Background: an optimization exercise with open tools, aiming at small area and a short achievable clock period. Do not read the settings as production practice.
In this exercise RTL edits were held to simulation tests only and were not proved equivalent to the original.

==> flow/design.v <==
module KSK (switches,
	    negative, unidade, dezena, centena, milhar, dmilhar, cmilhar, bilhao,
	    errorAdd, errorSub, errorDiv,
	    Reset, haltButton, Halt,
	    clock, imem_addr, imem_data);
	input [15:0] switches;
	input clock, haltButton, Reset;
	input [31:0] imem_data;
	output [15:0] imem_addr;
	output [6:0] unidade, dezena, centena, milhar, dmilhar, cmilhar, bilhao;
	output negative, errorAdd, errorSub, errorDiv;
	output Halt;
	wire [5:0]  op    = imem_data[31:26];
	wire [4:0]  rs    = imem_data[25:21];
	wire [4:0]  rt    = imem_data[20:16];
	wire [4:0]  rd    = imem_data[15:11];
	wire [4:0]  shamt = imem_data[10:6];
	wire [15:0] imm   = imem_data[15:0];
	wire op_in   = (op == 6'd38);
	wire op_out  = (op == 6'd39);
	wire op_lw   = (op == 6'd29);
	wire op_sw   = (op == 6'd30);
	wire op_jal  = (op == 6'd34);
	wire op_jr   = (op == 6'd35);
	wire op_j    = (op == 6'd33) | op_jal;
	wire op_br   = (op >= 6'd16) & (op <= 6'd25);
	reg we;
	always @* begin
		case (op)
			6'd0, 6'd1, 6'd2, 6'd3, 6'd4, 6'd5, 6'd6, 6'd7,
			6'd8, 6'd9, 6'd10, 6'd11, 6'd12, 6'd13, 6'd14, 6'd15,
			6'd26, 6'd27, 6'd28, 6'd29, 6'd31, 6'd32, 6'd38: we = 1'b1;
			default: we = 1'b0;
		endcase
	end
	wire dst_rt = (op[5:4] == 2'b00) ? (op[0] & (op[3] | op[2:1] != 2'b10) & (op[3:2] != 2'b11))
	                                 : ~(op == 6'd26 | op == 6'd27);
	wire [4:0] wa = dst_rt ? rt : rd;
	wire use_imm = (op == 6'd1) | (op == 6'd3) | (op == 6'd7) | (op == 6'd9) | (op == 6'd11) |
	               (op == 6'd28) | op_lw | op_sw | op_in | op_out;
	reg  [15:0] pc;
	reg  [31:0] rf [1:31];
	reg  [31:0] r0;
	reg  [31:0] mem [0:31];
	reg  [31:0] disp;
	reg         btn_state, btn_seen;
	assign imem_addr = pc;
	wire [31:0] a = (rs == 5'd0) ? r0 : rf[rs];
	wire [31:0] b = (rt == 5'd0) ? r0 : rf[rt];
	wire [15:0] ext16 = op_in ? switches : imm;
	wire [31:0] ext   = {{16{ext16[15]}}, ext16};
	wire [31:0] bs    = use_imm ? ext : b;
	wire [31:0] sum  = a + bs;
	wire [32:0] dif  = {1'b0, a} - {1'b0, bs};
	wire add_ovf = (a[31] == bs[31]) & (sum[31] != a[31]);
	wire sub_ovf = (a[31] != bs[31]) & (dif[31] != a[31]);
	wire lt  = (a[31] != b[31]) ? a[31] : dif[31];    
	wire eq  = (a == b);
	wire az  = (a == 32'd0);
	wire lez = a[31] | az;
	reg cmp;
	always @* begin
		case (op[3:0])
			4'd12: cmp = lt;           
			4'd13: cmp = lt | eq;      
			4'd14: cmp = ~(lt | eq);   
			4'd15: cmp = ~lt;          
			default: cmp = 1'b0;
		endcase
	end
	reg taken;
	always @* begin
		case (op)
			6'd16: taken = eq;
			6'd17: taken = ~eq;
			6'd18: taken = lt;
			6'd19: taken = lt | eq;
			6'd20: taken = ~(lt | eq);
			6'd21: taken = ~lt;
			6'd22: taken = a[31];
			6'd23: taken = lez;
			6'd24: taken = ~lez;
			6'd25: taken = ~a[31];
			default: taken = 1'b0;
		endcase
	end
	wire [31:0] prod = a[15:0] * b[15:0];
	wire [31:0] quo;
	Divider div (.n(a), .d(b), .q(quo));
	wire bz = (b == 32'd0);
	wire add_type = (op == 6'd0) | (op == 6'd1) | (op == 6'd28) | op_lw | op_sw | (op == 6'd32) |
	                (op == 6'd36) | (op >= 6'd38);
	assign errorAdd = add_type & add_ovf;
	assign errorSub = ((op == 6'd2) | (op == 6'd3)) & sub_ovf;
	assign errorDiv = (op == 6'd5) & bz;
	wire        addr_ok = (sum[31:5] == 27'd0);
	wire [31:0] mrd     = addr_ok ? mem[sum[4:0]] : 32'd0;
	reg [31:0] res;
	always @* begin
		case (op)
			6'd2, 6'd3:   res = dif[31:0];
			6'd4:         res = prod;
			6'd5:         res = bz ? 32'd0 : quo;
			6'd6, 6'd7:   res = a & bs;
			6'd8, 6'd9:   res = a | bs;
			6'd10, 6'd11: res = a ^ bs;
			6'd12, 6'd13, 6'd14, 6'd15: res = {31'd0, cmp};
			6'd26:        res = a >> shamt;
			6'd27:        res = a << shamt;
			6'd29:        res = mrd;
			6'd31:        res = ~a;
			default:      res = sum;
		endcase
	end
	wire [16:0] pc1 = {1'b0, pc} + 17'd1;
	integer k;
	always @(posedge clock) begin
		r0 <= (we && wa == 5'd0) ? res : 32'd0;
		for (k = 1; k < 32; k = k + 1)
			if (we && wa == k)
				rf[k] <= res;
			else if (op_jal && k == 31)
				rf[k] <= {15'd0, pc1};
		if (op_sw && addr_ok)
			mem[sum[4:0]] <= b;
	end
	assign Halt = (op_in | op_out) & btn_state;
	always @(posedge clock) begin
		if (Reset)
			pc <= 16'd0;
		else if (!Halt) begin
			if (op_jr)
				pc <= a[15:0];
			else if (op_j | (op_br & taken))
				pc <= imm;
			else
				pc <= pc1[15:0];
		end
	end
	always @(posedge clock) begin
		if (Reset) begin
			btn_seen  <= 1'b0;
			btn_state <= 1'b1;
		end else if (!btn_seen) begin
			btn_state <= haltButton;
			if (!haltButton) btn_seen <= 1'b1;
		end else begin
			btn_state <= 1'b1;
			if (haltButton) btn_seen <= 1'b0;
		end
	end
	always @(posedge clock) begin
		if (op_sw)
			;
		else if (op_out)
			disp <= mrd;
		else if (Reset)
			disp <= 32'd0;
	end
	wire [31:0] mag = disp[31] ? -disp : disp;
	assign negative = ~disp[31];
	wire [27:0] bcd;
	BinToBCD7 conv (.bin(mag), .bcd(bcd));
	SevenSeg s0 (.d(bcd[3:0]),   .seg(unidade));
	SevenSeg s1 (.d(bcd[7:4]),   .seg(dezena));
	SevenSeg s2 (.d(bcd[11:8]),  .seg(centena));
	SevenSeg s3 (.d(bcd[15:12]), .seg(milhar));
	SevenSeg s4 (.d(bcd[19:16]), .seg(dmilhar));
	SevenSeg s5 (.d(bcd[23:20]), .seg(cmilhar));
	SevenSeg s6 (.d(bcd[27:24]), .seg(bilhao));
endmodule
module Divider (n, d, q);
	input  [31:0] n, d;
	output [31:0] q;
	wire [33:0] d1 = {2'b00, d};
	wire [33:0] d2 = {1'b0, d, 1'b0};
	wire [33:0] d3 = d1 + d2;
	wire [31:0] rem [0:32];
	assign rem[32] = 32'd0;
	genvar i;
	generate
		for (i = 30; i >= 0; i = i - 2) begin : step
			localparam W = 32 - i;
			wire [W-1:0] y;
			if (W == 2) begin : first
				assign y = n[i+1:i];
			end else begin : next
				assign y = {rem[i+2][W-3:0], n[i+1:i]};
			end
			wire [W:0] s1 = {1'b0, y} - {1'b0, d1[W-1:0]};
			wire [W:0] s2 = {1'b0, y} - {1'b0, d2[W-1:0]};
			wire [W:0] s3 = {1'b0, y} - {1'b0, d3[W-1:0]};
			wire z1 = ~|d1[33:W];
			wire z2 = ~|d2[33:W];
			wire z3 = ~|d3[33:W];
			wire c1 = z1 & ~s1[W];
			wire c2 = z2 & ~s2[W];
			wire c3 = z3 & ~s3[W];
			assign q[i+1] = c2;
			assign q[i]   = c3 | (c1 & ~c2);
			wire [W-1:0] r = ({W{~c1}} & y) | ({W{c1 & ~c2}} & s1[W-1:0]) |
			                 ({W{c2 & ~c3}} & s2[W-1:0]) | ({W{c3}} & s3[W-1:0]);
			if (W == 32) begin : fullr
				assign rem[i] = r;
			end else begin : partr
				assign rem[i] = {{(32-W){1'b0}}, r};
			end
		end
	endgenerate
endmodule
module BinToBCD7 (bin, bcd);
	input  [31:0] bin;
	output [27:0] bcd;
	reg [31:0] s;
	integer i, j;
	always @* begin
		s = 32'd0;
		for (i = 31; i >= 0; i = i - 1) begin
			for (j = 0; j < 8; j = j + 1)
				if (s[4*j +: 4] >= 4'd5) s[4*j +: 4] = s[4*j +: 4] + 4'd3;
			s = {s[30:0], bin[i]};
		end
	end
	assign bcd = s[27:0];
endmodule
module SevenSeg (d, seg);
	input  [3:0] d;
	output reg [6:0] seg;
	always @* begin
		case (d)
			4'd0: seg = 7'b0000001;
			4'd1: seg = 7'b1001111;
			4'd2: seg = 7'b0010010;
			4'd3: seg = 7'b0000110;
			4'd4: seg = 7'b1001100;
			4'd5: seg = 7'b0100100;
			4'd6: seg = 7'b0100000;
			4'd7: seg = 7'b0001111;
			4'd8: seg = 7'b0000000;
			4'd9: seg = 7'b0000100;
			default: seg = 7'b1111111;
		endcase
	end
endmodule
==> flow/run.sh <==
#!/bin/bash
# synth_recipe.tcl (not shown) runs the flow's synth.tcl, then flattens the netlist and writes it again
# the make line also repeats each setting of config.mk as NAME=value (left out here)
make -C /OpenROAD-flow-scripts/flow DESIGN_CONFIG=/design/flow/config.mk WORK_HOME=/design/flow/orfs CLKGATE_MAP_FILE= SYNTH_SCRIPT=/design/flow/synth_recipe.tcl finish
==> flow/config.mk <==
export PLATFORM = sky130hd
export DESIGN_NAME = KSK
export DESIGN_NICKNAME = KSK
export VERILOG_FILES = /design/flow/design.v
export SDC_FILE = /design/flow/constraint.sdc
export NUM_CORES = 4
export LEC_CHECK = 0
export ABC_AREA = 1
export CAP_MARGIN = 20
export CORE_MARGIN = 2
export CORE_UTILIZATION = 40
export PLACE_DENSITY = 0.6
export SLEW_MARGIN = 20
export SYNTH_HIERARCHICAL = 1
==> flow/constraint.sdc <==
create_clock -name core_clock -period 150.0 [get_ports {clock}]
set_input_delay 30.0000 -clock core_clock [delete_from_list [all_inputs] [get_ports {clock}]]
set_output_delay 30.0000 -clock core_clock [all_outputs]
set_load 0.01 [all_outputs]
==> results of run 1 <==
[registers in the layout (all words and copies together) (netlist names)]
signal	cells
mem	1024
r0	32
btn_seen	1
rf	992
pc	16
disp	32
btn_state	1
[synthesized netlist by cell type (39+ instances only)]
cell / count / area [um2]
nand2_1: 5609 / 21050
inv_1: 2176 / 8168
edfxtp_1: 2048 / 61500
nor2_1: 1798 / 6749
ha_1: 1197 / 14980
nand3_1: 1156 / 5786
a21oi_1: 1004 / 5025
o21ai_0: 906 / 4534
o22ai_1: 611 / 3822
nand2_2: 476 / 2978
nand4_1: 467 / 2922
clkbuf_1: 351 / 1318
xor2_1: 282 / 2470
fa_1: 241 / 4825
xnor2_1: 211 / 1848
inv_2: 151 / 566.8
nor3_1: 140 / 700.7
nand3_2: 131 / 1311
buf_2: 126 / 630.6
nand2_4: 122 / 1374
or2_2: 118 / 738.2
o21ai_1: 90 / 450.4
buf_1: 89 / 334.1
o21bai_1: 81 / 608.1
a31oi_1: 71 / 444.2
o211ai_1: 63 / 473.0
a22o_1: 59 / 516.8
a211oi_1: 58 / 435.4
nand3b_1: 51 / 382.9
dfxtp_1: 50 / 1001
a221oi_1: 47 / 411.6
o21ai_2: 47 / 411.6
clkinv_1: 39 / 146.4
[Yosys stat by module, one instance, submodules excluded]
module | times used | area [um2]
Divider | 1 | 39390
KSK | 1 | 108700
BinToBCD7 | 1 | 15190
SevenSeg | 7 | 187.7
[routing by layer]
layer	wire, um	track usage (%)	up-vias
li1	-	-	70460
met1	290600	44.80	74250
met2	314900	51.97	9813
met3	92020	9.883	2242
met4	52370	19.97	34
met5	310	0.1735	-
[kinds of logic after synthesis]
| kind of cell | after synthesis |
|---|---|
| simple gates | 10270 |
| compound gates | 3368 |
| buf+inv | 2998 |
| flops | 2098 |
| fa+ha+maj | 1438 |
| xor+xnor | 517 |
[cell type report]
type,count,share of cell area [%]
tap,5451,3.781
inverter,2385,4.999
clock inverter,109,0.4938
multi-input combinational,15600,50.62
antenna,41,0.05687
clock buffer,244,2.895
sequential,2098,34.65
timing repair buffer,550,2.511
[worst max path at each step]
stage / end / startpoint / cells past startpoint / slack [ns]
detailed placement: rf[9][0] / imem_data[17] / 323 / 60.83
finish: rf[29][0] / imem_data[17] / 323 / 60.05
global placement: rf[11][0] / imem_data[17] / 325 / 62.23
CTS: rf[22][0] / imem_data[17] / 323 / 61.58
global route: rf[29][0] / imem_data[17] / 328 / 54.94
floorplan: rf[10][0] / imem_data[19] / 333 / 77.36
[per-stage QoR]
step / instance area, um2 / hold WS, ns / setup WS, ns / instances / utilization [%]
floorplan: 164600 / 0.3865 / 77.36 / 20690 / -
CTS: 180200 / 0.6356 / 61.58 / 26430 / 44.00
detailed placement: 174100 / 0.6215 / 60.83 / 26080 / 42.51
global route: 180300 / 0.6903 / 54.94 / 26440 / 44.02
global placement: 174100 / 0.6175 / 62.23 / 26080 / 42.51
finish: 180400 / 0.6492 / 60.05 / 26480 / 44.04
[tightest hold or removal path, cell delays in order, from the launching register on]
cell	delay (ns)
dfxtp_1	0.37
o21ai_0	0.18
a21oi_1	0.05
==> results.yml, run 1 <==
die:
  initial_core_util_pct: 40.18
  core_area_mm2: 0.4096
  die_x_um: 645.4
  die-area_mm2: 0.4165
  row_count: 235
  die_h_um: 645.4
  ios: 121
synth:
  synth_warnings: 43
  synthArstFlopShare_pct: 0
  seq_area_frac_synth_pct: 37.98
  ys.flop_type: "edfxtp_1"
  syn-cell-area_mm2: 0.1646
  synth-simple-area-share_pct: 27.81
  synth_xor_area_share_pct: 2.889
  synth_edf_count: 2048
  synthMuxAreaShare_pct: 0
  synth-compound-area-share_pct: 12.16
  synth_seq_cells: 2098
  syn_inst: 20690
  synth_fa_ha_area_share_pct: 12.03
  synth_top_family_by_area: "simple AND/OR/NAND/NOR gates"
  syn_area_per_cell_um2: 7.952
  synth.distinct_cells: 100
sta:
  final_hold_viol_count: 0
  slew_headroom_pct: 12.84
  fin_setup_tns_ns: 0
  maxSlewViolCount: 0
  timing.fmax_mhz: 11.12
  finClkSkew_ns: 0.06857
  rsz0062_at_grt: "no"
  final.min_clock_period_ns: 89.95
  period_share_pct: 59.97
  setup_viol: 0
  worst_pin_slew_ns: 1.294
critical_path:
  rr_worst_depth: 316
  cp-start-kind: "input port"
  cp_top_family: "simple AND/OR/NAND/NOR gates"
  worstPathArrival_ns: 90.49
  path_class: "in -> reg"
  required_ns: 150.54
  cp_max_fo: 52
  endpoint_kind: "flip-flop"
  r2r_slack_ns: 91.43
  r2r-start: "rf[31][2]"
  path_common_cell: "nand2_1"
  slowest_delay_ns: 0.88
  path_buf_inv: 43
  r2r-end: "rf[29][0]"
  critPathSlowestCell: "nand3_1"
global_route:
  overflow: 0
  grt_use_total_pct: 34.74
  antenna_found_initial: 68
  grt_first_pass_wirelength_mm: 1046
  grt_pass1_vias: 144100
  grt_max_degree: 112
route:
  drtPass1Iterations: 12
  wl_per_cell_um: 28.34
  viasPerCell: 5.922
  remaining_drc_errors: 0
  num_vias: 156800
  drt-initial-drc-count: 22650
  wl_mm: 750.2
  ant_nets: 0
min_path:
  hold-path-endpoint: "pc[3]"
  hold_path_depth: 2
  hold_path.class: "reg -> reg"
  worstHoldStart: "pc[3]"
final_layout:
  regArea_mm2: 0.06250
  multi_input_area_mm2: 0.09131
  layout-drive-gt1-share_pct: 10.04
  nets: 22320
  area_growth_pct: 9.625
  mostFrequentLayoutCell: "nand2_1"
  final_cell_mix: "5596 x nand2_1, 2164 x inv_1, 2048 x edfxtp_1"
  fill_cells: 40730
clocking:
  ctsHoldBuffers: 0
  cts-resized-gates: 0
  htree_levels: 4
  clk_latency_ns: 0.90
  cts_sinks: 2098
  clockRootBuffer: "clkbuf_16"
  postCtsSetupBuffers: 0
  cts_tree: "built"
  path_clk_slew_ns: 0.07
  cts-buffers-inserted: 198
  cts_buffer_depth: 4
status:
  outcome: "no timing/DRC/antenna violations"
placed_design:
  dpl.hpwl_mm: 524.6
  io_buffer_count: 120
  place.gp.congestion: 1.054
run:
  max_cap_violations: 0
==> inputs of run 2 (changes only) <==
--- a/flow/design.v
+++ b/flow/design.v
@@ -84,7 +84,18 @@
 			default: taken = 1'b0;
 		endcase
 	end
-	wire [31:0] prod = a[15:0] * b[15:0];
+	wire        shr = ~op[0];
+	wire [31:0] shin, shout, shres;
+	genvar gi;
+	generate
+		for (gi = 0; gi < 32; gi = gi + 1) begin : rev
+			assign shin[gi]  = shr ? a[gi] : a[31-gi];
+			assign shres[gi] = shr ? shout[gi] : shout[31-gi];
+		end
+	endgenerate
+	assign shout = shin >> shamt;
+	wire [31:0] prod;
+	Mul16 mul (.x(a[15:0]), .y(b[15:0]), .p(prod));
 	wire [31:0] quo;
 	Divider div (.n(a), .d(b), .q(quo));
 	wire bz = (b == 32'd0);
@@ -105,8 +116,7 @@
 			6'd8, 6'd9:   res = a | bs;
 			6'd10, 6'd11: res = a ^ bs;
 			6'd12, 6'd13, 6'd14, 6'd15: res = {31'd0, cmp};
-			6'd26:        res = a >> shamt;
-			6'd27:        res = a << shamt;
+			6'd26, 6'd27: res = shres;
 			6'd29:        res = mrd;
 			6'd31:        res = ~a;
 			default:      res = sum;
@@ -169,6 +179,27 @@
 	SevenSeg s5 (.d(bcd[23:20]), .seg(cmilhar));
 	SevenSeg s6 (.d(bcd[27:24]), .seg(bilhao));
 endmodule
+module Mul16 (x, y, p);
+	input  [15:0] x, y;
+	output [31:0] p;
+	wire [15:0] s [0:16];
+	wire [15:0] c [0:16];
+	assign s[0] = 16'd0;
+	assign c[0] = 16'd0;
+	genvar i, j;
+	generate
+		for (j = 0; j < 16; j = j + 1) begin : row
+			wire [15:0] pp = x & {16{y[j]}};
+			wire [15:0] a = {1'b0, s[j][15:1]};
+			for (i = 0; i < 16; i = i + 1) begin : col
+				assign s[j+1][i] = a[i] ^ c[j][i] ^ pp[i];
+				assign c[j+1][i] = (a[i] & c[j][i]) | (a[i] & pp[i]) | (c[j][i] & pp[i]);
+			end
+			assign p[j] = s[j+1][0];
+		end
+	endgenerate
+	assign p[31:16] = {1'b0, s[16][15:1]} + c[16];
+endmodule
 module Divider (n, d, q);
 	input  [31:0] n, d;
 	output [31:0] q;
@@ -190,9 +221,9 @@
 			wire [W:0] s1 = {1'b0, y} - {1'b0, d1[W-1:0]};
 			wire [W:0] s2 = {1'b0, y} - {1'b0, d2[W-1:0]};
 			wire [W:0] s3 = {1'b0, y} - {1'b0, d3[W-1:0]};
-			wire z1 = ~|d1[33:W];
-			wire z2 = ~|d2[33:W];
-			wire z3 = ~|d3[33:W];
+			wire z1 = (W >= 32) ? 1'b1 : (d <= (33'h1_0000_0000 >> (32 - W)) - 33'd1);
+			wire z2 = (d <= (33'h1_0000_0000 >> (33 - W)) - 33'd1);
+			wire z3 = (d <= ((33'h1_0000_0000 >> (32 - W)) - 33'd1) / 3);
 			wire c1 = z1 & ~s1[W];
 			wire c2 = z2 & ~s2[W];
 			wire c3 = z3 & ~s3[W];
@@ -211,17 +242,31 @@
 module BinToBCD7 (bin, bcd);
 	input  [31:0] bin;
 	output [27:0] bcd;
-	reg [31:0] s;
-	integer i, j;
-	always @* begin
-		s = 32'd0;
-		for (i = 31; i >= 0; i = i - 1) begin
-			for (j = 0; j < 8; j = j + 1)
-				if (s[4*j +: 4] >= 4'd5) s[4*j +: 4] = s[4*j +: 4] + 4'd3;
-			s = {s[30:0], bin[i]};
-		end
-	end
-	assign bcd = s[27:0];
+	wire [27:0] st [0:32];
+	assign st[0] = 28'd0;
+	genvar t, k;
+	generate
+		for (t = 0; t < 32; t = t + 1) begin : sh
+			wire [27:0] adj;
+			for (k = 0; k < 7; k = k + 1) begin : dg
+				if ((64'd1 << t) > 64'd5 * (64'd10 ** k)) begin : a3
+					Add3 u (.x(st[t][4*k +: 4]), .y(adj[4*k +: 4]));
+				end else begin : pass
+					assign adj[4*k +: 4] = st[t][4*k +: 4];
+				end
+			end
+			assign st[t+1] = {adj[26:0], bin[31-t]};
+		end
+	endgenerate
+	assign bcd = st[32];
+endmodule
+module Add3 (x, y);
+	input  [3:0] x;
+	output [3:0] y;
+	assign y[3] = x[3] | (x[2] & (x[1] | x[0]));
+	assign y[2] = (x[2] & ~x[1] & ~x[0]) | (x[3] & x[0]);
+	assign y[1] = (~x[2] & x[1]) | (x[2] & x[1] & x[0]) | (x[3] & ~x[0]);
+	assign y[0] = (~x[3] & ~x[2] & x[0]) | (x[2] & x[1] & ~x[0]) | (x[3] & ~x[0]);
 endmodule
 module SevenSeg (d, seg);
 	input  [3:0] d;
==> flow/flow/run.sh (new file) <==
#!/bin/bash
set -euo pipefail
bash standard.sh SETUP_SLACK_MARGIN=84 TNS_END_PERCENT=5 "BUFFER_PORTS_ARGS=-buffer_cell sky130_fd_sc_hd__buf_4" finish > standard_flow.log 2>&1
==> flow/standard.sh (new file) <==
#!/bin/bash
# synth_recipe.tcl (not shown) runs the flow's synth.tcl, then flattens the netlist and writes it again
# the make line also repeats each setting of config.mk as NAME=value (left out here)
make -C /OpenROAD-flow-scripts/flow DESIGN_CONFIG=/design/flow/config.mk WORK_HOME=/design/flow/orfs CLKGATE_MAP_FILE= SYNTH_SCRIPT=/design/flow/synth_recipe.tcl "${@:-finish}"
--- a/flow/config.mk
+++ b/flow/config.mk
@@ -8,7 +8,7 @@
 export ABC_AREA = 1
 export CAP_MARGIN = 20
 export CORE_MARGIN = 2
-export CORE_UTILIZATION = 40
+export CORE_UTILIZATION = 42
 export PLACE_DENSITY = 0.6
 export SLEW_MARGIN = 20
 export SYNTH_HIERARCHICAL = 1
removed: flow/run.sh
==> run 2 against run 1 <==
Compared with the run above:
- clock skew is 0.022 ns higher
- die area is 9.9% lower
- area after synthesis is 5.5% lower
- register-to-register slack better by 22 ns
- critical path depth is 300 lower
- global-route usage is 3.5 points higher
- first-iteration DRC count is 6.9% higher
- the layout now fails its checks (max-capacitance violations, max-slew violations)
==> results.yml, run 2 <==
route:
  num_vias: 158500
  wl_per_cell_um: 28.92
  wl_mm: 754.5
  drtPass1Iterations: 10
  remaining_drc_errors: 0
  viasPerCell: 6.074
  ant_nets: 0
  drt-initial-drc-count: 24220
critical_path:
  path_common_cell: "buf_4"
  cp_top_family: "simple AND/OR/NAND/NOR gates"
  worstPathArrival_ns: 37.03
  cp-start-kind: "input port"
  required_ns: 120.00
  endpoint_kind: "output pin"
  path_buf_inv: 6
  critPathSlowestCell: "ha_1"
  crit_chain: "buf_4, inv_1, buf_4, nor2_4, nand3_4, buf_4, buf_4, nor2_1, nor2_1, nand2_1, nor2_1, nand3_1, nand2_1, nand2_1, ha_1, a21oi_1, nand2_1, a21oi_1, o21ai_0, xor2_2, xor2_1, nor3_4, buf_4"
  slowest_delay_ns: 0.66
  path_class: "in -> out"
  cp_max_fo: 14
placed_design:
  dpl.hpwl_mm: 492.0
  io_buffer_count: 120
  dp_slack_ns: 68.85
  place.gp.congestion: 1.081
  postPlaceCellArea_mm2: 0.1642
  placed_cells: 24630
min_path:
  hold_path.class: "reg -> reg"
final_layout:
  final_cell_mix: "5477 x nand2_1, 2048 x edfxtp_1, 1962 x nor2_1"
  fill_cells: 34780
  mostFrequentLayoutCell: "nand2_1"
  area_growth_pct: 21.65
  nets: 22230
  largest_reg_flops: 1024
  fin_cells: 26090
  final_area_mm2: 0.1892
  utilization_pct: 51.30
  layout-drive-gt1-share_pct: 16.94
sta:
  final.min_clock_period_ns: 67.03
  worst_pin_slew_ns: 1.532
  fin_setup_tns_ns: 0
  maxSlewViolCount: 4
  holdWs_ns: 0.4405
  final_hold_viol_count: 0
  slew_headroom_pct: -2.980
  rsz0062_at_grt: "yes"
  finClkSkew_ns: 0.09048
  setup_viol: 0
  timing.fmax_mhz: 14.92
  setup_ws_ns: 82.97
  period_share_pct: 44.69
die:
  initial_core_util_pct: 42.17
  die-area_mm2: 0.3752
  core_area_mm2: 0.3689
  die_h_um: 612.6
  row_count: 223
  ios: 121
  die_x_um: 612.6
global_route:
  grt_max_degree: 127
  use_met1_pct: 49.44
  top_usage_layer: "met2"
  grt_first_pass_wirelength_mm: 1032
  use_met3_pct: 12.29
  antenna_found_initial: 72
  grt_pass1_vias: 142300
  met2_usage_pct: 54.76
  overflow: 0
  grt_use_total_pct: 38.26
clocking:
  clockRootBuffer: "clkbuf_16"
  ctsHoldBuffers: 0
  cts_buffer_depth: 4
  path_clk_slew_ns: 0.06
  clk_latency_ns: 0.95
  htree_levels: 4
  cts_sinks: 2098
  cts-buffers-inserted: 222
  cts_tree: "built"
synth:
  syn-cell-area_mm2: 0.1556
  syn_area_per_cell_um2: 7.864
  synth_warnings: 44
  syn_inst: 19780
status:
  failed_checks: "max-capacitance violations, max-slew violations"
  outcome: "failed layout checks"
run:
  max_cap_violations: 1
run 2: layer usage:
layer	vias up	routed length (um)
li1	69640	-
met1	74940	279100
met2	11310	303500
met3	2558	109500
met4	44	61730
met5	-	666
run 2: layout make-up:
cell class	instances	area, um2	area share (%)
Clock inverter	146	1436	0.7591
Multi-Input combinational cell	15270	90860	48.01
Sequential cell	2098	62500	33.03
Timing Repair Buffer	1518	15210	8.036
Timing Repair inverter	7	47.55	0.02513
Antenna cell	51	127.6	0.06744
Clock buffer	265	5798	3.064
Tap cell	4950	6193	3.273
Inverter	1792	7063	3.733
run 2: worst paths after layout:
| path | from | end | slack, ns | depth (start not counted) |
|---|---|---|---|---|
| max | imem_data[21] | errorAdd | 82.97 | 23 |
| min | btn_seen | btn_state | 0.44 | 2 |
| max reg2reg | rf[2][27] | rf[30][0] | 113.05 | 268 |
| min reg2reg | btn_seen | btn_state | 0.44 | 2 |
run 2: worst register-to-register path, delay by kind of cell (launching register included):
kind / cells / cell delay [ns]
compound gates: 82 / 12.21
fa+ha+maj: 16 / 4.92
xor+xnor: 1 / 0.15
flops: 1 / 0.47
buf+inv: 52 / 6.24
simple gates: 117 / 12.66
run 2: repair_timing:
action                                  in CTS  in global routing
endpoints found under the setup margin     258                130
buffers inserted                           632                299
gates cloned                                53                 20
pin swaps                                  400                535
gates resized for setup                   1160                645

## re-timing with driven ports
In the flow no input, the clock included, has a driving cell. The finished layouts below were timed again as built, in two steps. Step 1 assumes that a clkbuf_16 drives the clock port and a buf_2 every other input. Step 2 adds t to the input delays and takes it off the output delays; t is the mean of the earliest and latest rising clock arrival at the registers after step 1. Input paths then give back, and output paths get back, about the clock's delay inside the block. Three values: no drivers, after step 1, after step 2; two values: the first two.
| run | shift t [ns] | slack for setup (ns) | worst hold slack (ns) | worst setup path after step 2 | worst slew at a driven data input, ns |
|---|---|---|---|---|---|
| run 1 | 0.976 | 60.050 / 60.135 / 59.159 | 0.649 / 0.649 / 0.649 | input to register | 0.23 |
| run 2 | 1.023 | 82.969 / 82.879 / 82.712 | 0.441 / 0.441 / 0.441 | input to register | 0.34 |
The setup slack of run 1, which loses most, moves by +0.085 ns with the drivers and by -0.891 ns with both steps.
